Background: an optimization exercise with open tools, aiming at small area, a short achievable clock period and few clock cycles per item. Do not read the settings as production practice. Where RTL was checked, it was by simulation tests only, not by an equivalence proof against the original. Function not checked in runs 3 and 4: the RTL went through the layout flow alone. Power is estimated from default activity; no workload was simulated.

`flow/constraint.sdc`:
```
create_clock -name core_clock -period 10.0 [get_ports {clk}]
set_input_delay 2.0000 -clock core_clock [delete_from_list [all_inputs] [get_ports {clk}]]
set_output_delay 2.0000 -clock core_clock [all_outputs]
set_load 0.01 [all_outputs]
```
`flow/flow/run.sh`:
```
#!/bin/bash
set -e
echo "export SETUP_SLACK_MARGIN = 6.0" >> config.mk
echo "export BUFFER_PORTS_ARGS = -buffer_cell sky130_fd_sc_hd__buf_2" >> config.mk
bash standard.sh > standard.log 2>&1
```
`flow/config.mk`:
```
export PLATFORM = sky130hd
export DESIGN_NAME = alu_multi_cycle
export DESIGN_NICKNAME = alu_multi_cycle
export VERILOG_FILES = /design/flow/design.v
export SDC_FILE = /design/flow/constraint.sdc
export NUM_CORES = 4
export LEC_CHECK = 0
export CAP_MARGIN = 20
export CORE_MARGIN = 2
export CORE_UTILIZATION = 40
export CTS_BUF_LIST = sky130_fd_sc_hd__clkbuf_4 sky130_fd_sc_hd__clkbuf_8
export SLEW_MARGIN = 20
export SETUP_SLACK_MARGIN = 6.0
export BUFFER_PORTS_ARGS = -buffer_cell sky130_fd_sc_hd__buf_2
```
`flow/standard.sh`:
```
#!/bin/bash
# synth_recipe.tcl (not shown) runs the flow's synth.tcl, then flattens the netlist and writes it again
# the make line also repeats each setting of config.mk as NAME=value (left out here)
make -C /OpenROAD-flow-scripts/flow DESIGN_CONFIG=/design/flow/config.mk WORK_HOME=/design/flow/orfs CLKGATE_MAP_FILE= SYNTH_SCRIPT=/design/flow/synth_recipe.tcl "${@:-finish}"
```
`flow/design.v`:
```
module alu_multi_cycle #(
    parameter OPERAND_BUS_WIDTH = 8,
    parameter OPERAND_MAX_DATA_WIDTH = 32,
    parameter RESULT_BUS_WIDTH = 16,
    parameter RESULT_MAX_DATA_WIDTH = 64
) (
    input   wire                            clk,
    input   wire                            rst,  
    input   wire                            operand_valid,
    input   wire [2:0]                      op,
    input   wire [OPERAND_BUS_WIDTH-1:0]    a,
    input   wire [OPERAND_BUS_WIDTH-1:0]    b,
    input   wire                            operand_last,
    output  reg                             ready,
    output  reg                             result_valid,
    output  reg  [RESULT_BUS_WIDTH-1:0]     result,
    output  reg                             result_last,
    output  reg                             result_rst
);
    reg [31:0] opa;       
    reg [31:0] opb;       
    reg        cy;        
    reg [2:0]  opc;       
    reg [1:0]  nb;        
    reg        s_recv;    
    reg        s_full;    
    reg        m_busy;    
    reg [2:0]  didx;      
    reg [1:0]  d_one, d_two, d_neg;    
    reg        d_top;     
    reg [63:0] o;         
    reg [1:0]  corr;      
    wire flush = !rst || (operand_valid && op == 3'b111);
    always @(*) result = o[15:0];
    wire is_mul  = (opc == 3'b100);
    wire o_free  = !m_busy && (!result_valid || result_last);
    wire xfer    = s_full && o_free;
    wire step    = m_busy || (xfer && is_mul);
    wire m_done  = (didx == 3'd0);
    wire accept  = operand_valid && ready;
    wire first   = !s_recv;
    wire lastb   = operand_last || !first && nb == 2'd3;
    wire [23:0] ohi  = o[63:40];
    wire [23:0] ofix = corr[1] ? ohi - 24'd1 : (corr[0] ? ohi + 24'd1 : ohi);
    wire o_hi0   = ({ofix, o[39:32]} == 32'd0);
    wire [2:0] cur_op = first ? op : opc;
    wire       cin    = !first && cy;
    wire [9:0] bsum_x = {1'b0, a, 1'b1} + {1'b0, b, cin};
    wire [8:0] bsum   = bsum_x[9:1];
    reg  [7:0] rbyte;
    reg        rcarry;
    always @(*) begin
        rcarry = 1'b0;
        case (cur_op)
            3'b001: {rcarry, rbyte} = bsum;
            3'b010: rbyte = a & b;
            3'b011: rbyte = a ^ b;
            3'b100: rbyte = a;
            default: rbyte = 8'd0;
        endcase
    end
    function automatic [6:0] benc(input [4:0] x);    
        integer m;
        reg b2, b1, b0;
        begin
            benc = 7'd0;
            for (m = 0; m < 2; m = m + 1) begin
                b2 = x[2*m+2]; b1 = x[2*m+1]; b0 = x[2*m];
                benc[m]   = b1 ^ b0;
                benc[2+m] = (b2 & !b1 & !b0) | (!b2 & b1 & b0);
                benc[4+m] = b2 & !(b1 & b0);
            end
            benc[6] = x[4];
        end
    endfunction
    wire [2:0] nd_idx = didx - 3'd1;
    wire [4:0] nd_x   = {opa[{nd_idx, 2'b00} +: 4], (nd_idx == 3'd0) ? 1'b0 : opa[{nd_idx, 2'b00} - 1]};
    wire [4:0] fd_x   = {a[7:4], a[3]};
    function automatic [41:0] add42(input [41:0] x, input [41:0] y);
        reg [41:0] g, p, g0, p0;
        integer i, l, j;
        begin
            g0 = x & y;
            p0 = x ^ y;
            g = g0;
            p = p0;
            for (l = 0; l < 6; l = l + 1) begin
                for (i = 41; i >= 0; i = i - 1) begin
                    if ((i >> l) & 1) begin
                        j = ((i >> l) << l) - 1;
                        g[i] = g[i] | (p[i] & g[j]);
                        p[i] = p[i] & p[j];
                    end
                end
            end
            add42[0] = p0[0];
            for (i = 1; i < 42; i = i + 1) add42[i] = p0[i] ^ g[i-1];
        end
    endfunction
    wire [32:0] pp0 = (({33{d_one[0]}} & {1'b0, opb}) | ({33{d_two[0]}} & {opb, 1'b0})) ^ {33{d_neg[0]}};
    wire [32:0] pp1 = (({33{d_one[1]}} & {1'b0, opb}) | ({33{d_two[1]}} & {opb, 1'b0})) ^ {33{d_neg[1]}};
    wire [41:0] row0 = {6'b111111, !d_neg[0], d_neg[0], d_neg[0], pp0};
    wire [41:0] row1 = {6'd0, !d_neg[1], pp1, 2'b00};
    wire [39:0] accl = {o[35:16], o[15:0] & {16{m_busy}}, 4'd0} | {4'd0, opb & {32{d_top}}, 4'd0};
    wire [41:0] arow = {2'd0, accl[39:4], 1'b0, d_neg[1], 1'b0, d_neg[0]};
    wire [41:0] c1s  = row0 ^ row1 ^ arow;
    wire [41:0] c1c  = ((row0 & row1) | (row0 & arow) | (row1 & arow)) << 1;
    wire [41:0] lsum = add42(c1s, c1c);
    wire [23:0] acch = {ofix[19:0], o[39:36]};
    wire [63:0] macc = {acch, lsum[39:0]};
    always @(posedge clk) begin
        if (step)
            o <= macc;
        else if (xfer)
            o <= {31'd0, cy && nb == 2'd0, opa[31:25], opa[24] | (cy && nb == 2'd3),
                  opa[23:17], opa[16] | (cy && nb == 2'd2), opa[15:9], opa[8] | (cy && nb == 2'd1), opa[7:0]};
        else if (result_rst)
            o <= 64'd0;      
        else
            o <= {16'd0, ofix, o[39:16]};
        if (flush || !step)
            corr <= 2'b00;
        else
            corr <= lsum[41:40];
    end
    always @(posedge clk) begin
        if (accept) begin
            cy <= rcarry;
            if (first) begin
                opa <= {24'd0, rbyte};
                opb <= {24'd0, b};
            end else begin
                case (nb)
                    2'd1: begin opa[15:8]  <= rbyte; opb[15:8]  <= b; end
                    2'd2: begin opa[23:16] <= rbyte; opb[23:16] <= b; end
                    default: begin opa[31:24] <= rbyte; opb[31:24] <= b; end
                endcase
            end
        end
    end
    reg        s_recv_n, s_full_n, m_busy_n, rv_n, rl_n;
    reg [2:0]  didx_n, opc_n;
    reg [1:0]  nb_n;
    reg [6:0]  dsel_n;
    always @(*) begin
        s_recv_n = s_recv;
        s_full_n = s_full;
        m_busy_n = m_busy;
        didx_n   = didx;
        opc_n    = opc;
        nb_n     = nb;
        dsel_n   = {d_top, d_neg, d_two, d_one};
        if (result_valid && !result_last) begin
            rv_n = 1'b1;
            rl_n = o_hi0;
        end else begin
            rv_n = 1'b0;
            rl_n = 1'b0;
        end
        if (step) begin
            didx_n   = nd_idx;
            dsel_n   = benc(nd_x) & 7'b0111111;
            m_busy_n = !m_done;
            if (m_done) begin
                s_full_n = 1'b0;
                rv_n     = 1'b1;
                rl_n     = 1'b0;
            end
        end else if (xfer) begin
            s_full_n = 1'b0;
            rv_n     = 1'b1;
            rl_n     = 1'b0;
        end
        if (accept) begin
            if (first) begin
                opc_n = op;
                nb_n  = 2'd1;
                if (op != 3'b000) begin
                    if (operand_last) s_full_n = 1'b1;
                    else              s_recv_n = 1'b1;
                end
            end else begin
                nb_n = nb + 2'd1;
                if (lastb) begin
                    s_recv_n = 1'b0;
                    s_full_n = 1'b1;
                end
            end
            if (lastb) begin
                didx_n = {nb, 1'b1} & {first ? 2'b00 : 2'b11, 1'b1};
                dsel_n = benc(fd_x);
            end
        end
        if (flush) begin
            s_recv_n = 1'b0;
            s_full_n = 1'b0;
            m_busy_n = 1'b0;
            rv_n     = 1'b0;
            rl_n     = 1'b0;
        end
    end
    reg rv_k, rl_k;
    always @(*) begin
        if (step && m_done || xfer && !is_mul) begin
            rv_k = 1'b1;
            rl_k = 1'b0;
        end else if (result_valid && !result_last) begin
            rv_k = 1'b1;
            rl_k = o_hi0;
        end else begin
            rv_k = 1'b0;
            rl_k = 1'b0;
        end
    end
    wire mb_k     = step ? !m_done : m_busy;
    wire mdone_k  = step && !m_done && didx == 3'd1;
    wire o_free_k = !mb_k && (!rv_k || rl_k);
    wire s_keep   = s_full && !(xfer && !is_mul) && !(step && m_done);
    wire comp     = accept && (first ? (op != 3'b000 && operand_last) : lastb);
    wire newmul   = (cur_op == 3'b100);
    wire ready_n  = flush || (comp ? (!newmul && o_free_k) || mdone_k
                                   : !s_keep || (!is_mul && o_free_k) || mdone_k);
    always @(posedge clk) begin
        s_recv       <= s_recv_n;
        s_full       <= s_full_n;
        m_busy       <= m_busy_n;
        didx         <= didx_n;
        opc          <= opc_n;
        nb           <= nb_n;
        {d_top, d_neg, d_two, d_one} <= dsel_n;
        result_valid <= rv_n;
        result_last  <= rl_n;
        ready        <= ready_n;
        result_rst   <= flush;
    end
endmodule
```
==> flow_metrics.env, run 1 <==
export IMPL_worst_r2r_startpoint="d_one[0]"
export IMPL_synth_yosys_seq_area_share_pct=33.9
export IMPL_crit_slowest_cell="fa_1"
export IMPL_clock_path_buffers=2
export IMPL_die_w_um=170
export IMPL_dp_hpwl_mm=24.1
export IMPL_clk_pin_slew_ns=0.11
export IMPL_area_growth_pct=9.41
export IMPL_drt_total_wl_mm=32.8
export IMPL_critPathLaunchType="flip-flop"
export IMPL_vias=9071
export IMPL_syn_area_um2=11100
export IMPL_slew_headroom_pct=28.8
export IMPL_rows=60
export IMPL_cts_buffers=17
export IMPL_cts_hold_buf=0
export IMPL_crit_path_max_incr_delay_ns=0.54
export IMPL_final_hold_viol_count=0
export IMPL_ant_nets=0
export IMPL_finalClockSkew_ns=0.0208
export IMPL_rsz0062_at_grt="true"
export IMPL_fill_cells=2643
export IMPL_wl_per_cell_um=21.2
export IMPL_h_tree_depth=4
export IMPL_post_route_period_util_pct=39.3
export IMPL_fin_nets=1290
export IMPL_path_class="reg -> reg"
export IMPL_drtPass1Iterations=7
export IMPL_worst_pin_slew_ns=1.07
export IMPL_cp_common_cell="nand2_1"
export IMPL_synthCells=1164
export IMPL_crit_path_end_kind="flip-flop"
export IMPL_syn_mean_instance_area_um2=9.52
export IMPL_clock_sinks=153
export IMPL_r2r_slack_ns=6.07
export IMPL_max_cap_viol_count=0
export IMPL_peakVddDrop_mv=0.131
export IMPL_avgViaCountPerCell=5.85
export IMPL_hp_class="reg -> reg"
export IMPL_ys_ff_latch=153
export IMPL_core_um2=27100
export IMPL_min_to="o[43]"
export IMPL_synthFlopType="dfxtp_1"
export IMPL_initial_core_util_pct=40.9
export IMPL_port_buffers=42
export IMPL_grt_usage_pct=23.0
export IMPL_cp_arrival_ns=4.25
export IMPL_gp_congestion=0.844
export IMPL_clk_latency_ns=0.47
export IMPL_root_buffer="clkbuf_8"
export IMPL_num_antenna_cells=0
export IMPL_stdcell_count=1550
export IMPL_total_power_mw=3.34
export IMPL_final_util_pct=44.8
export IMPL_status="complete, no violations"
export IMPL_dp_cells=1512
export IMPL_synth_cell_types=74
export IMPL_max_freq_mhz=255
export IMPL_cp_required_ns=10.32
export IMPL_hp_start="o[39]"
export IMPL_r2r_end="o[22]"
export IMPL_finalSetupViolCount=0
export IMPL_io_pins=43
export IMPL_finalMaxSlewViolations=0
export IMPL_leakage_nw=4.90
export IMPL_grt_pass1_wl_mm=50.7
export IMPL_async_flop_share_pct=0
export IMPL_path_max_fanout=17
export IMPL_antenna_found_initial=0
export IMPL_cts_tree="done"
export IMPL_overflow=0
export IMPL_tns_ns=0
export IMPL_hold_depth=2
export IMPL_drive_gt1_share_pct=12.4
export IMPL_fin_hold_ws_ns=0.494
export IMPL_synth_edff_count=70
export IMPL_grt_max_degree=59
export IMPL_die_y_um=170
export IMPL_yosysWarnings=1
export IMPL_crit_path_cell_trace="buf_12 > a22oi_1 > xor2_1 > fa_1 > inv_1 > ha_1 > and4_1 > a2111o_1 > nand2_1 > o31ai_1 > a21oi_1 > nor2b_1 > o311ai_0 > nand2_1"
export IMPL_fin_crit_ns=3.93
export IMPL_synthesis_nets=1289
export IMPL_reg2regPathDepth=14
export IMPL_drtIter0Drc=774
export IMPL_die_area_um2=29100
export IMPL_drc=0
export IMPL_power_density_nw_per_um2=275
export IMPL_grt_pass1_vias=8765
[state kept, by name, summed over array words and instances, names as in the netlist, 2 cells and up]
| register | count |
|---|---|
| o | 64 |
| opa | 32 |
| opb | 32 |
| didx | 3 |
| opc | 3 |
| corr | 2 |
| d_neg | 2 |
| d_one | 2 |
| d_two | 2 |
| nb | 2 |
[metal layers]
metal | up-vias | track usage (%) | part of all wire (%) | wire length (µm)
li1 | 4231 | - | - | -
met1 | 4416 | 31.1 | 44 | 14300
met2 | 368 | 36.4 | 46 | 15100
met3 | 56 | 2.88 | 6.0 | 1980
met4 | 0 | 11.1 | 4.2 | 1370
met5 | - | 0 | 0 | 0
[worst max-delay path: cells and delay by family, from the launching register on]
family / cells / cell delay, ns
flip-flops: 1 / 0.38
AO/OA/AOI/OAI: 5 / 1.60
AND/OR/NAND/NOR: 4 / 0.62
buffers and inverters: 2 / 0.20
XOR/XNOR: 1 / 0.12
adder cells (fa/ha/maj): 2 / 0.87
[cell families (layout without fill, tap and decap cells)]
logic type	after synthesis	after routing	share of synthesized area (%)
multiplexers	26	26	3.44
AO/OA/AOI/OAI	323	323	20.0
buffers and inverters	170	184	6.33
adder cells (fa/ha/maj)	102	102	14.0
flip-flops	153	153	33.9
AND/OR/NAND/NOR	268	268	12.5
XOR/XNOR	122	122	9.76
[how the worst max path moves through the flow]
| stage | cells after the start | slack (ns) | from | endpoint |
|---|---|---|---|---|
| finish | 14 | 6.07 | d_one[0] | o[22] |
| CTS | 16 | 5.90 | d_one[0] | o[33] |
| floorplan | 15 | 6.04 | d_neg[0] | o[33] |
| global route | 15 | 5.91 | opb[19] | o[33] |
| global placement | 9 | 5.60 | op[1] | ready |
| detailed placement | 9 | 5.60 | op[1] | ready |
[stage by stage]
step | setup slack (ns) | instance area (µm²)
global placement | 5.60 | 11500
CTS | 5.90 | 12000
global route | 5.91 | 12100
floorplan | 6.04 | 11100
detailed placement | 5.60 | 11500
finish | 6.07 | 12100
[cell type report]
cell class | instances | area [µm²] | area share, %
clock inverters | 15 | 163 | 1.34
flip-flops and latches | 153 | 3770 | 31.1
multi-input cells | 841 | 6710 | 55.3
well taps | 372 | 465 | 3.84
inverters | 90 | 338 | 2.78
repair buffers | 62 | 450 | 3.71
clock buffers | 17 | 234 | 1.93
[power breakdown]
group          switching (mW)  internal (mW)  leakage [nW]
combinational            1.18          0.867          3.33
sequential             0.0719          0.728          1.38
clock                   0.290          0.206         0.193
[synthesized netlist by cell type, types with 5 or more instances]
master | count | area (µm²)
o221ai_1 | 9 | 78.8
a31oi_1 | 8 | 50.1
o21a_1 | 5 | 37.5
ha_1 | 65 | 813
mux4_2 | 9 | 203
and2_1 | 23 | 144
mux2i_1 | 10 | 100
a22oi_1 | 94 | 706
edfxtp_1 | 70 | 2100
xnor2_1 | 55 | 482
a22o_1 | 9 | 78.8
xor2_1 | 66 | 578
o21bai_1 | 7 | 52.6
fa_1 | 37 | 741
nor4_1 | 9 | 56.3
inv_1 | 90 | 338
buf_4 | 16 | 120
clkbuf_1 | 54 | 203
o21ai_0 | 55 | 275
nand3b_1 | 6 | 45.0
and3_1 | 5 | 31.3
a21o_1 | 21 | 158
dfxtp_1 | 83 | 1660
nor2_1 | 59 | 221
nand2_1 | 69 | 259
buf_1 | 7 | 26.3
nand2b_1 | 6 | 37.5
or3_1 | 8 | 50.1
mux2_2 | 7 | 78.8
o22ai_1 | 15 | 93.8
a21oi_1 | 56 | 280
nor3_1 | 11 | 55.1
nand3_1 | 24 | 120
a31o_2 | 5 | 43.8
nand4_1 | 17 | 106
[cell usage in the layout (no fill, tap or decap), types with 12 or more instances in the layout]
cell type	instances
a21o_1	21
a22oi_1	92
and2_1	23
ha_1	64
o22ai_1	14
fa_1	36
xor2_1	66
inv_1	90
xnor2_1	55
nand4_1	17
a21oi_1	53
buf_4	12
buf_2	42
edfxtp_1	70
dfxtp_1	80
clkbuf_8	18
nand3_1	24
nor2_1	58
nand2_1	68
o21ai_0	52
[timing repair]
item,in CTS,in global routing
buffers inserted,0,5
hold endpoints to repair,0,0
resized for setup,11,22
cloned,0,1
setup endpoints to repair,19,36
pin swaps,0,7
Testbench counts, summed over its fixed seeds: cycles 31,033, items 8,000.
==> run 2, diff against run 1 <==
==> flow/flow/run.sh (replaced) <==
#!/bin/bash
set -e
echo "export SETUP_SLACK_MARGIN = 6.1" >> config.mk
echo "export BUFFER_PORTS_ARGS = -buffer_cell sky130_fd_sc_hd__buf_2" >> config.mk
bash standard.sh > standard.log 2>&1
--- a/flow/config.mk
+++ b/flow/config.mk
@@ -10,5 +10,5 @@
 export CORE_UTILIZATION = 40
 export CTS_BUF_LIST = sky130_fd_sc_hd__clkbuf_4 sky130_fd_sc_hd__clkbuf_8
 export SLEW_MARGIN = 20
-export SETUP_SLACK_MARGIN = 6.0
+export SETUP_SLACK_MARGIN = 6.1
 export BUFFER_PORTS_ARGS = -buffer_cell sky130_fd_sc_hd__buf_2
==> flow_metrics.env, run 2 <==
export IMPL_status="complete, no violations"
export IMPL_synth_most_common_cell="a22oi_1"
export IMPL_wl_per_cell_um=21.8
export IMPL_r2r_slack_ns=6.10
export IMPL_finalSetupViolCount=0
export IMPL_dpl_instance_area_um2=11500
export IMPL_vias=9386
export IMPL_drive_gt1_share_pct=18.1
export IMPL_max_cap_viol_count=0
export IMPL_stdcell_area_um2=12700
export IMPL_clock_path_buffers=2
export IMPL_cp_num_buf_inv=1
export IMPL_rsz0062_at_grt="true"
export IMPL_largest_reg_flops=64
export IMPL_num_antenna_cells=0
export IMPL_rows=60
export IMPL_h_tree_depth=4
export IMPL_crit_path_end_kind="flip-flop"
export IMPL_fin_nets=1314
export IMPL_synthCells=1164
export IMPL_clock_sinks=153
export IMPL_avgViaCountPerCell=5.96
export IMPL_worst_pin_slew_ns=1.10
export IMPL_cts_buffers=17
export IMPL_layout_common_cells="inv_1, dfxtp_1, a22oi_1"
export IMPL_worst_r2r_startpoint="d_one[1]"
export IMPL_port_buffers=42
export IMPL_tns_ns=0
export IMPL_clk_pin_slew_ns=0.09
export IMPL_grt_max_degree=59
export IMPL_crit_path_cell_trace="buf_12 > a22oi_2 > xnor2_2 > fa_1 > ha_1 > a21o_1 > a21o_1 > a2111o_1 > nand4_1 > nand2_4 > nand4_1 > nand2_1 > fa_1 > xnor2_1 > o22ai_1"
export IMPL_peakVddDrop_mv=0.147
export IMPL_post_route_period_util_pct=39.0
export IMPL_synthesis_nets=1289
export IMPL_die_y_um=170
export IMPL_drtPass1Iterations=8
export IMPL_gp_congestion=0.936
export IMPL_drtIter0Drc=852
export IMPL_slew_headroom_pct=26.5
export IMPL_critPathLaunch="d_one[1]"
export IMPL_fin_hold_ws_ns=0.481
export IMPL_fin_crit_ns=3.90
export IMPL_path_max_fanout=16
export IMPL_cts_tree="done"
export IMPL_cp_arrival_ns=4.22
export IMPL_reg_top3="o (64), opa (32), opb (32)"
export IMPL_io_pins=43
export IMPL_synth_top_cells_by_area="edfxtp_1, dfxtp_1, ha_1"
export IMPL_crit_path_max_incr_delay_ns=0.49
export IMPL_leakage_nw=5.11
export IMPL_initial_core_util_pct=40.9
export IMPL_endpoint="o[33]"
export IMPL_syn_area_um2=11100
export IMPL_cp_required_ns=10.32
export IMPL_ys_ff_latch=153
export IMPL_area_growth_pct=14.7
export IMPL_final_util_pct=46.9
export IMPL_clk_latency_ns=0.48
export IMPL_final_common_cell="inv_1"
export IMPL_largest_register="o"
export IMPL_critPathLaunchType="flip-flop"
export IMPL_r2r_end="o[33]"
export IMPL_die_area_um2=29100
export IMPL_cp_depth=15
export IMPL_max_freq_mhz=256
export IMPL_drt_total_wl_mm=34.3
export IMPL_cts_hold_buf=0
export IMPL_power_density_nw_per_um2=281
export IMPL_synth_edff_count=70
export IMPL_root_buffer="clkbuf_8"
export IMPL_yosysTopAreaCell="edfxtp_1"
export IMPL_dp_hpwl_mm=24.2
export IMPL_synth_cell_types=74
export IMPL_cp_top_family="adder cells"
export IMPL_core_um2=27100
export IMPL_syn_mean_instance_area_um2=9.52
export IMPL_grt_pass1_vias=9022
export IMPL_die_w_um=170
export IMPL_overflow=0
export IMPL_netlist_area_leader_share_pct=19.0
export IMPL_finalMaxSlewViolations=0
export IMPL_drc=0
export IMPL_path_class="reg -> reg"
export IMPL_hp_class="reg -> reg"
export IMPL_antenna_found_initial=0
export IMPL_reg2regPathDepth=15
export IMPL_synthFlopType="dfxtp_1"
export IMPL_yosysWarnings=1
export IMPL_crit_slowest_cell="fa_1"
export IMPL_final_hold_viol_count=0
export IMPL_ant_nets=0
export IMPL_grt_usage_pct=23.5
export IMPL_finalClockSkew_ns=0.0210
export IMPL_async_flop_share_pct=0
export IMPL_synth_common_cells="a22oi_1, inv_1, dfxtp_1"
export IMPL_synth_yosys_seq_area_share_pct=33.9
export IMPL_grt_pass1_wl_mm=52.3
run 2: final cells by class:
cell class / count / area, µm²
fill: 2557 / 14400
multi-input combinational: 841 / 6990
sequential: 153 / 3780
timing repair buffer: 86 / 747
tap: 372 / 465
inverter: 90 / 338
clock buffer: 17 / 234
clock inverter: 15 / 161
run 2: layer usage:
layer	track usage, %	part of all wire, %	wire, µm	vias to the layer above
li1	-	-	-	4268
met1	32.1	43	14600	4616
met2	38.1	47	16200	421
met3	2.98	6.3	2150	81
met4	9.07	4.0	1360	0
met5	0	0	0	-
run 2: what timing repair did:
action	CTS	global route
endpoints found under the setup margin	31	30
setup buffers	5	22
gates cloned	4	0
resized for setup	25	71
pin swaps	6	33
run 2: through the flow:
stage / worst slack, ns / power [mW] / std cells
floorplan: 6.10 / 2.29 / 1164
global placement: 5.54 / 2.74 / 1511
detailed placement: 5.51 / 2.76 / 1511
CTS: 6.07 / 3.33 / 1552
global route: 6.00 / 3.82 / 1574
finish: 6.10 / 3.58 / 1574
run 2: how the worst min path moves through the flow:
stage               endpoint  start  slack (ns)  cells after the start
floorplan            corr[1]  o[35]        0.43                      1
global route           o[40]  o[36]        0.52                      2
global placement       d_top  d_top        0.45                      2
detailed placement     d_top  d_top        0.46                      2
CTS                    d_top  d_top        0.47                      2
finish                 d_top  d_top        0.48                      2
run 2: cells by family after synthesis:
logic type               Yosys count  synth area share, %
AO/OA/AOI/OAI                    323                 20.0
AND/OR/NAND/NOR                  268                 12.5
buffers and inverters            170                 6.33
flip-flops                       153                 33.9
XOR/XNOR                         122                 9.76
adder cells (fa/ha/maj)          102                 14.0
multiplexers                      26                 3.44
run 2: power breakdown:
group | switching [mW] | leakage [nW] | internal, mW
logic | 1.28 | 3.54 | 0.989
registers | 0.0876 | 1.38 | 0.729
clock network | 0.282 | 0.203 | 0.207
run 2: worst register-to-register path, stage by stage, from the launching register on:
cell      delay [ns]
dfxtp_2         0.37
buf_12          0.17
a22oi_2         0.25
xnor2_2         0.17
fa_1            0.49
ha_1            0.33
a21o_1          0.16
a21o_1          0.18
a2111o_1        0.38
nand4_1         0.29
nand2_4         0.12
nand4_1         0.10
nand2_1         0.08
fa_1            0.44
xnor2_1         0.16
o22ai_1         0.09
==> run 3, diff against run 2 <==
--- a/flow/design.v
+++ b/flow/design.v
@@ -29,7 +29,6 @@
     reg [1:0]  d_one, d_two, d_neg;    
     reg        d_top;     
     reg [63:0] o;         
-    reg [1:0]  corr;      
     wire flush = !rst || (operand_valid && op == 3'b111);
     always @(*) result = o[15:0];
     wire is_mul  = (opc == 3'b100);
@@ -40,13 +39,30 @@
     wire accept  = operand_valid && ready;
     wire first   = !s_recv;
     wire lastb   = operand_last || !first && nb == 2'd3;
-    wire [23:0] ohi  = o[63:40];
-    wire [23:0] ofix = corr[1] ? ohi - 24'd1 : (corr[0] ? ohi + 24'd1 : ohi);
-    wire o_hi0   = ({ofix, o[39:32]} == 32'd0);
+    wire o_hi0   = (o[63:32] == 32'd0);
+    function automatic [8:0] addc8(input [7:0] x, input [7:0] y, input ci);
+        reg [8:0] g, p, p0;
+        integer i, l, j;
+        begin
+            g  = {x & y, ci};
+            p0 = {x ^ y, 1'b0};
+            p  = p0;
+            for (l = 0; l < 4; l = l + 1) begin
+                for (i = 8; i >= 0; i = i - 1) begin
+                    if ((i >> l) & 1) begin
+                        j = ((i >> l) << l) - 1;
+                        g[i] = g[i] | (p[i] & g[j]);
+                        p[i] = p[i] & p[j];
+                    end
+                end
+            end
+            for (i = 1; i < 9; i = i + 1) addc8[i-1] = p0[i] ^ g[i-1];
+            addc8[8] = g[8];
+        end
+    endfunction
     wire [2:0] cur_op = first ? op : opc;
     wire       cin    = !first && cy;
-    wire [9:0] bsum_x = {1'b0, a, 1'b1} + {1'b0, b, cin};
-    wire [8:0] bsum   = bsum_x[9:1];
+    wire [8:0] bsum   = addc8(a, b, cin);
     reg  [7:0] rbyte;
     reg        rcarry;
     always @(*) begin
@@ -101,13 +117,17 @@
     wire [32:0] pp1 = (({33{d_one[1]}} & {1'b0, opb}) | ({33{d_two[1]}} & {opb, 1'b0})) ^ {33{d_neg[1]}};
     wire [41:0] row0 = {6'b111111, !d_neg[0], d_neg[0], d_neg[0], pp0};
     wire [41:0] row1 = {6'd0, !d_neg[1], pp1, 2'b00};
-    wire [39:0] accl = {o[35:16], o[15:0] & {16{m_busy}}, 4'd0} | {4'd0, opb & {32{d_top}}, 4'd0};
+    wire        dfirst = !m_busy && d_top;
+    wire [39:0] accl = {o[35:16], o[15:0] & {16{m_busy}}, 4'd0} | {4'd0, opb & {32{dfirst}}, 4'd0};
     wire [41:0] arow = {2'd0, accl[39:4], 1'b0, d_neg[1], 1'b0, d_neg[0]};
     wire [41:0] c1s  = row0 ^ row1 ^ arow;
     wire [41:0] c1c  = ((row0 & row1) | (row0 & arow) | (row1 & arow)) << 1;
     wire [41:0] lsum = add42(c1s, c1c);
-    wire [23:0] acch = {ofix[19:0], o[39:36]};
-    wire [63:0] macc = {acch, lsum[39:0]};
+    wire [23:0] acch = o[59:36];
+    wire [23:0] hinc = acch + 24'd1;
+    wire [23:0] hdec = acch - 24'd1;
+    wire [23:0] hsum = lsum[41] ? hdec : (lsum[40] ? hinc : acch);
+    wire [63:0] macc = {hsum, lsum[39:0]};
     always @(posedge clk) begin
         if (step)
             o <= macc;
@@ -117,11 +137,7 @@
         else if (result_rst)
             o <= 64'd0;      
         else
-            o <= {16'd0, ofix, o[39:16]};
-        if (flush || !step)
-            corr <= 2'b00;
-        else
-            corr <= lsum[41:40];
+            o <= {16'd0, o[63:16]};
     end
     always @(posedge clk) begin
         if (accept) begin
@@ -159,7 +175,7 @@
         end
         if (step) begin
             didx_n   = nd_idx;
-            dsel_n   = benc(nd_x) & 7'b0111111;
+            dsel_n   = benc(nd_x);
             m_busy_n = !m_done;
             if (m_done) begin
                 s_full_n = 1'b0;
@@ -199,27 +215,8 @@
             rl_n     = 1'b0;
         end
     end
-    reg rv_k, rl_k;
-    always @(*) begin
-        if (step && m_done || xfer && !is_mul) begin
-            rv_k = 1'b1;
-            rl_k = 1'b0;
-        end else if (result_valid && !result_last) begin
-            rv_k = 1'b1;
-            rl_k = o_hi0;
-        end else begin
-            rv_k = 1'b0;
-            rl_k = 1'b0;
-        end
-    end
-    wire mb_k     = step ? !m_done : m_busy;
-    wire mdone_k  = step && !m_done && didx == 3'd1;
-    wire o_free_k = !mb_k && (!rv_k || rl_k);
-    wire s_keep   = s_full && !(xfer && !is_mul) && !(step && m_done);
-    wire comp     = accept && (first ? (op != 3'b000 && operand_last) : lastb);
-    wire newmul   = (cur_op == 3'b100);
-    wire ready_n  = flush || (comp ? (!newmul && o_free_k) || mdone_k
-                                   : !s_keep || (!is_mul && o_free_k) || mdone_k);
+    wire o_free_n = !m_busy_n && (!rv_n || rl_n);
+    wire ready_n  = !s_full_n || (o_free_n && opc_n != 3'b100) || (m_busy_n && didx_n == 3'd0);
     always @(posedge clk) begin
         s_recv       <= s_recv_n;
         s_full       <= s_full_n;
==> flow/run.sh (new file) <==
#!/bin/bash
# synth_recipe.tcl (not shown) runs the flow's synth.tcl, then flattens the netlist and writes it again
# the make line also repeats each setting of config.mk as NAME=value (left out here)
make -C /OpenROAD-flow-scripts/flow DESIGN_CONFIG=/design/flow/config.mk WORK_HOME=/design/flow/orfs CLKGATE_MAP_FILE= SYNTH_SCRIPT=/design/flow/synth_recipe.tcl finish
--- a/flow/config.mk
+++ b/flow/config.mk
@@ -8,7 +8,5 @@
 export CAP_MARGIN = 20
 export CORE_MARGIN = 2
 export CORE_UTILIZATION = 40
-export CTS_BUF_LIST = sky130_fd_sc_hd__clkbuf_4 sky130_fd_sc_hd__clkbuf_8
+export SETUP_SLACK_MARGIN = 5
 export SLEW_MARGIN = 20
-export SETUP_SLACK_MARGIN = 6.1
-export BUFFER_PORTS_ARGS = -buffer_cell sky130_fd_sc_hd__buf_2
removed: flow/flow/run.sh
removed: flow/standard.sh
==> flow_metrics.env, run 3 <==
export IMPL_slew_headroom_pct=30.5
export IMPL_area_growth_pct=10.7
export IMPL_drtIter0Drc=785
export IMPL_grt_pass1_wl_mm=51.7
export IMPL_drtPass1Iterations=7
export IMPL_syn_mean_instance_area_um2=9.51
export IMPL_cts_buffers=17
export IMPL_die_area_um2=30200
export IMPL_r2r_slack_ns=5.22
export IMPL_clock_path_buffers=2
export IMPL_drc=0
export IMPL_final_common_cell="a22oi_1"
export IMPL_path_class="in -> reg"
export IMPL_h_tree_depth=4
export IMPL_gp_congestion=0.892
export IMPL_grt_usage_pct=21.9
export IMPL_worst_r2r_startpoint="m_busy"
export IMPL_regArea_um2=3700
export IMPL_root_buffer="clkbuf_16"
export IMPL_synthCells=1210
export IMPL_crit_path_max_incr_delay_ns=0.53
export IMPL_clk_latency_ns=0.45
export IMPL_clk_pin_slew_ns=0.07
export IMPL_die_y_um=174
export IMPL_cp_required_ns=10.19
export IMPL_crit_path_cell_trace="clkdlybuf4s50_1 > fa_1 > a21o_1 > a21oi_1 > o21bai_1 > a21o_1 > a21oi_2 > o21bai_1 > fa_1 > nand2_1 > o21ai_0 > a22o_1 > and2_1"
export IMPL_tns_ns=0
export IMPL_dp_slack_ns=4.52
export IMPL_endpoint="opa[23]"
export IMPL_power_density_nw_per_um2=275
export IMPL_grt_max_degree=53
export IMPL_multiInputGateArea_um2=7130
export IMPL_core_um2=28500
export IMPL_ant_nets=0
export IMPL_fin_nets=1328
export IMPL_cp_top_family="compound AO/OA/AOI/OAI gates"
export IMPL_initial_core_util_pct=40.3
export IMPL_hp_class="reg -> reg"
export IMPL_critPathLaunch="b[0]"
export IMPL_die_w_um=174
export IMPL_critPathLaunchType="input pin"
export IMPL_synth_top_cells_by_area="edfxtp_1, dfxtp_1, ha_1"
export IMPL_rsz0062_at_grt="false"
export IMPL_ys_ff_latch=151
export IMPL_clock_sinks=151
export IMPL_crit_slowest_cell="clkdlybuf4s50_1"
export IMPL_netlist_area_leader_share_pct=17.5
export IMPL_synth_most_common_cell="a22oi_1"
export IMPL_status="complete, no violations"
export IMPL_synth_yosys_seq_area_share_pct=32.1
export IMPL_crit_path_end_kind="flip-flop"
export IMPL_yosysWarnings=1
export IMPL_largest_register="o"
export IMPL_r2r_end="o[45]"
export IMPL_antenna_found_initial=0
export IMPL_max_freq_mhz=207
export IMPL_reg2regPathDepth=13
export IMPL_yosysTopAreaCell="edfxtp_1"
export IMPL_path_max_fanout=4
export IMPL_post_route_period_util_pct=48.3
export IMPL_synthFlopType="dfxtp_1"
export IMPL_wl_per_cell_um=20.7
export IMPL_final_hold_viol_count=0
export IMPL_cp_depth=13
export IMPL_finalMaxSlewViolations=0
export IMPL_drt_total_wl_mm=33.0
export IMPL_overflow=0
export IMPL_synthesis_nets=1339
export IMPL_async_flop_share_pct=0
export IMPL_fill_cells=2803
export IMPL_rows=62
export IMPL_drive_gt1_share_pct=8.42
export IMPL_cp_arrival_ns=5.02
export IMPL_grt_pass1_vias=9062
export IMPL_largest_reg_flops=64
export IMPL_num_antenna_cells=0
export IMPL_fin_crit_ns=4.83
export IMPL_dp_hpwl_mm=24.5
export IMPL_synth_cell_types=83
export IMPL_peakVddDrop_mv=0.167
export IMPL_syn_area_um2=11500
export IMPL_max_cap_viol_count=0
export IMPL_cp_num_buf_inv=1
export IMPL_synth_common_cells="a22oi_1, dfxtp_1, inv_1"
export IMPL_cts_tree="done"
export IMPL_synth_edff_count=67
export IMPL_finalSetupViolCount=0
export IMPL_port_buffers=42
export IMPL_worst_pin_slew_ns=1.01
export IMPL_layout_common_cells="a22oi_1, inv_1, nand2_1"
export IMPL_vias=9385
export IMPL_reg_top3="o (64), opa (32), opb (32)"
export IMPL_finalClockSkew_ns=0.0209
export IMPL_leakage_nw=5.10
export IMPL_fin_ws_ns=5.17
export IMPL_avgViaCountPerCell=5.88
export IMPL_io_pins=43
[run 3: tightest hold or removal path: stages (launching register included)]
cell      delay, ns
edfxtp_1       0.34
a22oi_1        0.06
o21ai_0        0.06
[run 3: per-stage QoR]
step           power, mW  area (µm²)  hold slack (ns)  cells  utilization (%)
2_1_floorplan       2.39       11500            0.418   1210                -
3_3_place_gp        2.82       12100            0.467   1563             42.4
3_5_place_dp        2.84       12100            0.471   1563             42.4
4_1_cts             3.49       12700            0.496   1595             44.5
5_1_grt             3.79       12700            0.521   1596             44.6
6_report            3.50       12700            0.498   1596             44.6
[run 3: per-layer routing]
metal | track usage [%] | part of all wire, % | vias to the layer above
li1 | - | - | 4427
met1 | 28.9 | 43 | 4559
met2 | 35.8 | 48 | 336
met3 | 4.06 | 6.1 | 63
met4 | 8.23 | 3.3 | 0
met5 | 0 | 0 | -
[run 3: worst min-delay path by stage]
stage / end / startpoint / cells past startpoint
floorplan: o[44] / o[60] / 2
global placement: o[44] / o[60] / 2
detailed placement: o[44] / o[60] / 2
CTS: o[47] / o[63] / 1
global route: o[26] / opa[26] / 2
finish: o[26] / opa[26] / 2
[run 3: layout make-up]
type | instances | area share, %
well taps | 384 | 3.77
inverters | 83 | 2.45
multi-input cells | 890 | 56.0
flip-flops and latches | 151 | 29.0
clock inverters | 15 | 1.29
repair buffers | 56 | 4.12
clock buffers | 17 | 3.34
[run 3: power breakdown]
part	leakage, nW	total [mW]	switching (mW)	internal [mW]
clock network	0.282	0.648	0.296	0.352
registers	1.36	0.781	0.0728	0.708
logic	3.46	2.07	1.19	0.882
[run 3: what timing repair did]
action	4_1_cts	5_1_grt
buffers inserted	0	0
resized for setup	2	5
cloned	0	1
endpoints found under the setup margin	23	18
pin swaps	0	1
hold buffers	0	0
[run 3: kinds of logic after synthesis]
group | Yosys count | synth area share, %
xor+xnor | 91 | 7.17
buf+inv | 170 | 6.40
mux | 37 | 4.28
fa+ha+maj | 106 | 14.1
simple gates | 308 | 14.3
compound gates | 347 | 21.6
flops | 151 | 32.1
==> run 4, diff against run 3 <==
==> flow/flow/run.sh (new file) <==
#!/bin/bash
set -e
echo "export SETUP_SLACK_MARGIN = 5.5" >> config.mk
bash standard.sh > standard.log 2>&1
==> flow/standard.sh (new file) <==
#!/bin/bash
# synth_recipe.tcl (not shown) runs the flow's synth.tcl, then flattens the netlist and writes it again
# the make line also repeats each setting of config.mk as NAME=value (left out here)
make -C /OpenROAD-flow-scripts/flow DESIGN_CONFIG=/design/flow/config.mk WORK_HOME=/design/flow/orfs CLKGATE_MAP_FILE= SYNTH_SCRIPT=/design/flow/synth_recipe.tcl "${@:-finish}"
--- a/flow/config.mk
+++ b/flow/config.mk
@@ -8,5 +8,5 @@
 export CAP_MARGIN = 20
 export CORE_MARGIN = 2
 export CORE_UTILIZATION = 40
-export SETUP_SLACK_MARGIN = 5
 export SLEW_MARGIN = 20
+export SETUP_SLACK_MARGIN = 5.5
removed: flow/run.sh
==> flow_metrics.env, run 4 <==
export IMPL_crit_path_end_kind="flip-flop"
export IMPL_area_growth_pct=12.8
export IMPL_die_y_um=174
export IMPL_port_buffers=42
export IMPL_grt_usage_pct=22.2
export IMPL_largest_register="o"
export IMPL_clk_latency_ns=0.45
export IMPL_cp_required_ns=10.19
export IMPL_path_max_fanout=3
export IMPL_synth_edff_count=67
export IMPL_rsz0062_at_grt="false"
export IMPL_synthFlopType="dfxtp_1"
export IMPL_dp_hpwl_mm=24.5
export IMPL_io_pins=43
export IMPL_reg_top3="o (64), opa (32), opb (32)"
export IMPL_worst_pin_slew_ns=1.02
export IMPL_ys_ff_latch=151
export IMPL_yosysWarnings=1
export IMPL_synth_common_cells="a22oi_1, dfxtp_1, inv_1"
export IMPL_critPathLaunch="b[2]"
export IMPL_layout_common_cells="a22oi_1, inv_1, nand2_1"
export IMPL_wl_per_cell_um=20.8
export IMPL_die_w_um=174
export IMPL_drt_total_wl_mm=33.5
export IMPL_stdcell_count=1611
export IMPL_path_class="in -> reg"
export IMPL_multiInputGateArea_um2=7190
export IMPL_grt_max_degree=53
export IMPL_syn_mean_instance_area_um2=9.51
export IMPL_synth_most_common_cell="a22oi_1"
export IMPL_fin_crit_ns=4.40
export IMPL_initial_core_util_pct=40.3
export IMPL_critPathLaunchType="input pin"
export IMPL_cts_tree="done"
export IMPL_grt_pass1_wl_mm=52.3
export IMPL_synthCells=1210
export IMPL_max_freq_mhz=227
export IMPL_fill_cells=2791
export IMPL_core_um2=28500
export IMPL_final_util_pct=45.5
export IMPL_crit_path_cell_trace="clkdlybuf4s50_1 > ha_1 > a21oi_2 > o21bai_1 > a21o_1 > a21oi_2 > o21bai_1 > fa_1 > nand2_1 > o21ai_0 > a22o_1 > and2_1"
export IMPL_drc=0
export IMPL_max_cap_viol_count=0
export IMPL_synth_top_cells_by_area="edfxtp_1, dfxtp_1, ha_1"
export IMPL_dp_cells=1563
export IMPL_cts_hold_buf=0
export IMPL_die_area_um2=30200
export IMPL_gp_congestion=0.892
export IMPL_hp_start="opa[26]"
export IMPL_hold_depth=2
export IMPL_overflow=0
export IMPL_ant_nets=0
export IMPL_h_tree_depth=4
export IMPL_async_flop_share_pct=0
export IMPL_grt_use_met2_pct=36.5
export IMPL_synth_yosys_seq_area_share_pct=32.1
export IMPL_leakage_nw=5.21
export IMPL_drive_gt1_share_pct=9.86
export IMPL_top_usage_layer="met2"
export IMPL_drtIter0Drc=749
export IMPL_hp_class="reg -> reg"
export IMPL_crit_path_max_incr_delay_ns=0.48
export IMPL_vias=9489
export IMPL_clk_pin_slew_ns=0.07
export IMPL_final_common_cell="a22oi_1"
export IMPL_grt_pass1_vias=9100
export IMPL_tns_ns=0
export IMPL_netlist_area_leader_share_pct=17.5
export IMPL_grt_use_met1_pct=29.2
export IMPL_rows=62
export IMPL_cp_arrival_ns=4.59
export IMPL_post_route_period_util_pct=44.0
export IMPL_regArea_um2=3710
export IMPL_drtPass1Iterations=6
export IMPL_syn_area_um2=11500
export IMPL_crit_slowest_cell="clkdlybuf4s50_1"
export IMPL_finalClockSkew_ns=0.0268
export IMPL_synthesis_nets=1339
export IMPL_finalSetupViolCount=0
export IMPL_clock_path_buffers=2
export IMPL_slew_headroom_pct=30.3
export IMPL_cts_buffers=17
export IMPL_status="complete, no violations"
export IMPL_num_antenna_cells=0
export IMPL_finalMaxSlewViolations=0
export IMPL_root_buffer="clkbuf_16"
export IMPL_yosysTopAreaCell="edfxtp_1"
export IMPL_antenna_found_initial=0
export IMPL_reg2regPathDepth=14
export IMPL_peakVddDrop_mv=0.117
export IMPL_fin_nets=1343
export IMPL_clock_sinks=151
export IMPL_worst_r2r_startpoint="m_busy"
export IMPL_grt_util_met3_pct=4.28
export IMPL_largest_reg_flops=64
export IMPL_synth_cell_types=83
export IMPL_final_hold_viol_count=0
export IMPL_power_density_nw_per_um2=278
export IMPL_avgViaCountPerCell=5.89
==> run 4: repair_timing <==
action,4_1_cts,5_1_grt
endpoints found under the hold margin,0,0
pin swaps,3,6
endpoints found under the setup margin,47,26
gates cloned,2,0
setup buffers,1,13
resized for setup,21,13
==> run 4: layout make-up <==
class / count / area share (%)
clock buffer: 17 / 3.28
clock inverter: 15 / 1.26
inverter: 83 / 2.40
multi-input combinational: 891 / 55.4
sequential: 151 / 28.5
tap: 384 / 3.70
timing repair buffer: 70 / 5.40
==> run 4: final timing paths <==
kind	end	slack (ns)
worst max register to register	o[45]	5.66
worst max-delay path	opa[23]	5.60
worst min-delay path	o[26]	0.50
worst min register to register	o[26]	0.50
==> run 4: through the flow <==
stage | setup slack (ns) | cell area, µm² | hold WS [ns] | power (mW)
finish | 5.60 | 13000 | 0.500 | 3.61
global route | 5.50 | 13000 | 0.521 | 3.89
CTS | 5.51 | 12800 | 0.496 | 3.54
detailed placement | 4.52 | 12100 | 0.471 | 2.84
global placement | 4.64 | 12100 | 0.467 | 2.82
floorplan | 5.52 | 11500 | 0.418 | 2.39
==> run 4: routing by layer <==
layer	part of all wire, %	vias up
met1	43	4619
met4	2.7	0
met5	0	-
li1	-	4461
met3	6.2	48
met2	49	361
==> run 4: cells by family after synthesis <==
| family | share of synthesized area [%] |
|---|---|
| simple gates | 14.3 |
| compound gates | 21.6 |
| fa+ha+maj | 14.1 |
| flops | 32.1 |
| buf+inv | 6.40 |
| mux | 4.28 |
| xor+xnor | 7.17 |
==> run 4: critical path: cells and delay by family <==
| family | cells | cell delay, ns |
|---|---|---|
| AOI/OAI and AO/OA | 7 | 1.09 |
| adders and majority gates | 2 | 0.79 |
| buffers and inverters | 1 | 0.48 |
| and+or+nand+nor | 2 | 0.24 |
==> run 4: power by group <==
group          internal [mW]  switching, mW
Combinational          0.946           1.24
Clock                  0.352          0.298
Sequential             0.709         0.0697

## separate check: timing with driven ports
The flow's constraints put no driver on any port. The routed layouts listed below were extracted and timed again, unchanged, in two steps. Step 1, drivers: a clkbuf_16 drives clk and a buf_2 each remaining input, both assumed. Step 2, shift: input delay + t, output delay - t, t = (earliest + latest rising clock arrival at the registers) / 2. This alone moves slack from input paths to output paths. Slacks: ideal ports / drivers / drivers and shift; pairs: ideal ports / drivers.
| run | t (ns) | slack for setup (ns) | clock arrival spread, ns | worst register clock-pin slew, ns |
|---|---|---|---|---|
| run 1 | 0.504 | 6.071 / 6.071 / 5.661 | 0.021 / 0.021 | 0.11 / 0.11 |
| run 2 | 0.512 | 6.100 / 6.100 / 5.733 | 0.022 / 0.022 | 0.11 / 0.11 |
| run 3 | 0.483 | 5.167 / 5.193 / 4.710 | 0.022 / 0.021 | 0.07 / 0.07 |
| run 4 | 0.484 | 5.603 / 5.627 / 5.143 | 0.027 / 0.027 | 0.08 / 0.08 |
After both steps setup and hold are still met in every run listed. For run 4, which loses most, drivers alone change the setup slack by +0.024 ns; drivers and shift together by -0.460 ns.
